Context: an optimization exercise on an open-source flow, tuned for small area, a short achievable clock period and few clock cycles. The choices shown serve that exercise and are no tape-out recipe.
Only simulation tests tie the RTL to the original design; equivalence was not proved.

== delta ==
Design Milestone1, start of the top module:
module Milestone1(
		input  logic        CLOCK_50,
		input  logic        Resetn,
		input  logic        start,
		output logic        finish,
		input  logic [15:0] SRAM_read_data,
		output logic [17:0] SRAM_address,
		output logic [15:0] SRAM_write_data,
		output logic        SRAM_we_n
);
==> flow/config.mk <==
export PLATFORM = sky130hd
export DESIGN_NAME = Milestone1
export DESIGN_NICKNAME = Milestone1
export VERILOG_FILES = /design/flow/design.v
export SDC_FILE = /design/flow/constraint.sdc
export NUM_CORES = 4
export LEC_CHECK = 0
export CAP_MARGIN = 20
export CORE_MARGIN = 2
export CORE_UTILIZATION = 40
export SLEW_MARGIN = 20
export SYNTH_HIERARCHICAL = 1
export SYNTH_MINIMUM_KEEP_SIZE = 0
==> flow/constraint.sdc <==
create_clock -name core_clock -period 11.5 [get_ports {CLOCK_50}]
set_input_delay 2.3000 -clock core_clock [delete_from_list [all_inputs] [get_ports {CLOCK_50}]]
set_output_delay 2.3000 -clock core_clock [all_outputs]
set_load 0.01 [all_outputs]
standard.sh (not shown) runs the stock make flow with config.mk's settings and CLKGATE_MAP_FILE= SYNTH_SCRIPT=/design/flow/synth_recipe.tcl, a recipe that flattens the netlist after the stock synthesis.
==> flow/flow/run.sh <==
#!/bin/bash
# Standard layout (unchanged synthesis), with timing repair aiming for a
# setup slack margin so that the achieved period, not just 11.5 ns, is
# optimised.  Each run writes its full output to a log of its own.
set -euo pipefail
bash standard.sh SETUP_SLACK_MARGIN=7.8 finish > standard.log 2>&1
Testbench counts of delta, summed over its fixed seeds: cycles 775,684.
For maple, these inputs were changed with respect to delta:
- putting SETUP_SLACK_MARGIN at 5 where nothing was set
==> flow/run.sh (new file) <==
#!/bin/bash
# synth_recipe.tcl (not shown) runs the flow's synth.tcl, then flattens the netlist and writes it again
# the make line also repeats each setting of config.mk as NAME=value (left out here)
make -C /OpenROAD-flow-scripts/flow DESIGN_CONFIG=/design/flow/config.mk WORK_HOME=/design/flow/orfs CLKGATE_MAP_FILE= SYNTH_SCRIPT=/design/flow/synth_recipe.tcl finish
removed: flow/flow/run.sh
removed: flow/standard.sh
## What came out
Fmax: maple lower than delta. maple reports its timing endpoint of the critical path as ur[9] while delta reports ur[6]. maple vs. delta: combined flip-flop and latch cell area decreased by about 0.3% relative to the old numbers; area share of buffers outside the clock network has decreased. Overall routing resource usage: higher on delta. Layout-stage area growth over the synthesis result: maple vs delta down 3.5 points.
--- input diff maple..indigo ---
- SETUP_SLACK_MARGIN removed (was 5)
==> flow/flow/run.sh (new file) <==
#!/bin/bash
# Standard layout (unchanged synthesis), with timing repair aiming for a
# setup slack margin so that the achieved period, not just 11.5 ns, is
# optimised.  Each run writes its full output to a log of its own.
set -euo pipefail
bash standard.sh SETUP_SLACK_MARGIN=7.4 "BUFFER_PORTS_ARGS=-buffer_cell sky130_fd_sc_hd__buf_2" finish > standard.log 2>&1
==> flow/standard.sh (new file) <==
#!/bin/bash
# synth_recipe.tcl (not shown) runs the flow's synth.tcl, then flattens the netlist and writes it again
# the make line also repeats each setting of config.mk as NAME=value (left out here)
make -C /OpenROAD-flow-scripts/flow DESIGN_CONFIG=/design/flow/config.mk WORK_HOME=/design/flow/orfs CLKGATE_MAP_FILE= SYNTH_SCRIPT=/design/flow/synth_recipe.tcl "${@:-finish}"
removed: flow/run.sh
==> summary.txt <==
indigo and maple ended up with roughly the same worst hold slack. Total placed instance area was higher in the run labelled maple. Re delay of the slowest critical-path stage: maple was lower than indigo. indigo finished every step from synthesis to the final layout, and the layout passed the timing, design-rule and antenna checks. ~same total length of routed wires in indigo and maple.
### indigo -> cedar
- GPL_TIMING_DRIVEN: unset -> 1
diff --git a/flow/flow/run.sh b/flow/flow/run.sh
--- a/flow/flow/run.sh
+++ b/flow/flow/run.sh
@@ -6 +6 @@
-bash standard.sh SETUP_SLACK_MARGIN=7.4 "BUFFER_PORTS_ARGS=-buffer_cell sky130_fd_sc_hd__buf_2" finish > standard.log 2>&1
+bash standard.sh SETUP_SLACK_MARGIN=7.8 "BUFFER_PORTS_ARGS=-buffer_cell sky130_fd_sc_hd__buf_2" finish > standard.log 2>&1
### Flow results
- Comparing peak per-stage delay on the critical path for cedar and indigo, the bigger number came from indigo.
- Compared cedar vs indigo, and actual transition at the worst max-transition pin is down in cedar.
- indigo reports its slowest stage cell on the critical path as sky130_fd_sc_hd__dfxtp_1 while cedar reports sky130_fd_sc_hd__fa_1.
- The number of buffers added on ports was comparable across cedar and indigo.
- Summary: global-route wire length before repair, cedar worse than indigo
- Against indigo, the final cell area of cedar is higher.

==> afterwards: timing with drivers on the ports <==
How much do the figures lean on ideal ports? The routed layouts below were timed once more, with nothing changed but the port constraints.
Step 1 (the two cells are an assumption about what drives the block):
set clk [get_ports {CLOCK_50}]
set_driving_cell -lib_cell sky130_fd_sc_hd__clkbuf_16 $clk
set_driving_cell -lib_cell sky130_fd_sc_hd__buf_2 [delete_from_list [all_inputs] $clk]
Step 2, shift: input delay + t, output delay - t, t = (earliest + latest rising clock arrival at the registers) / 2. This alone moves slack from input paths to output paths.
a / b / c = no drivers / after step 1 / after step 2; a / b = the first two.
| run | t, ns | setup WS [ns] | worst setup path at the end | worst register clock-pin slew, ns | worst slew at a driven data input, ns |
|---|---|---|---|---|---|
| delta | 0.635 | 7.840 / 7.840 / 7.586 | input to register | 0.06 / 0.06 | 0.04 |
| maple | 0.629 | 7.207 / 7.207 / 7.207 | register to register | 0.07 / 0.07 | 0.04 |
| indigo | 0.632 | 7.551 / 7.551 / 7.551 | register to register | 0.07 / 0.07 | 0.03 |
| cedar | 0.635 | 7.812 / 7.812 / 7.812 | register to register | 0.06 / 0.06 | 0.05 |
After both steps setup and hold are still met in every run listed. The setup slack of delta, which loses most, moves by 0.000 ns with the drivers and by -0.254 ns with both steps.
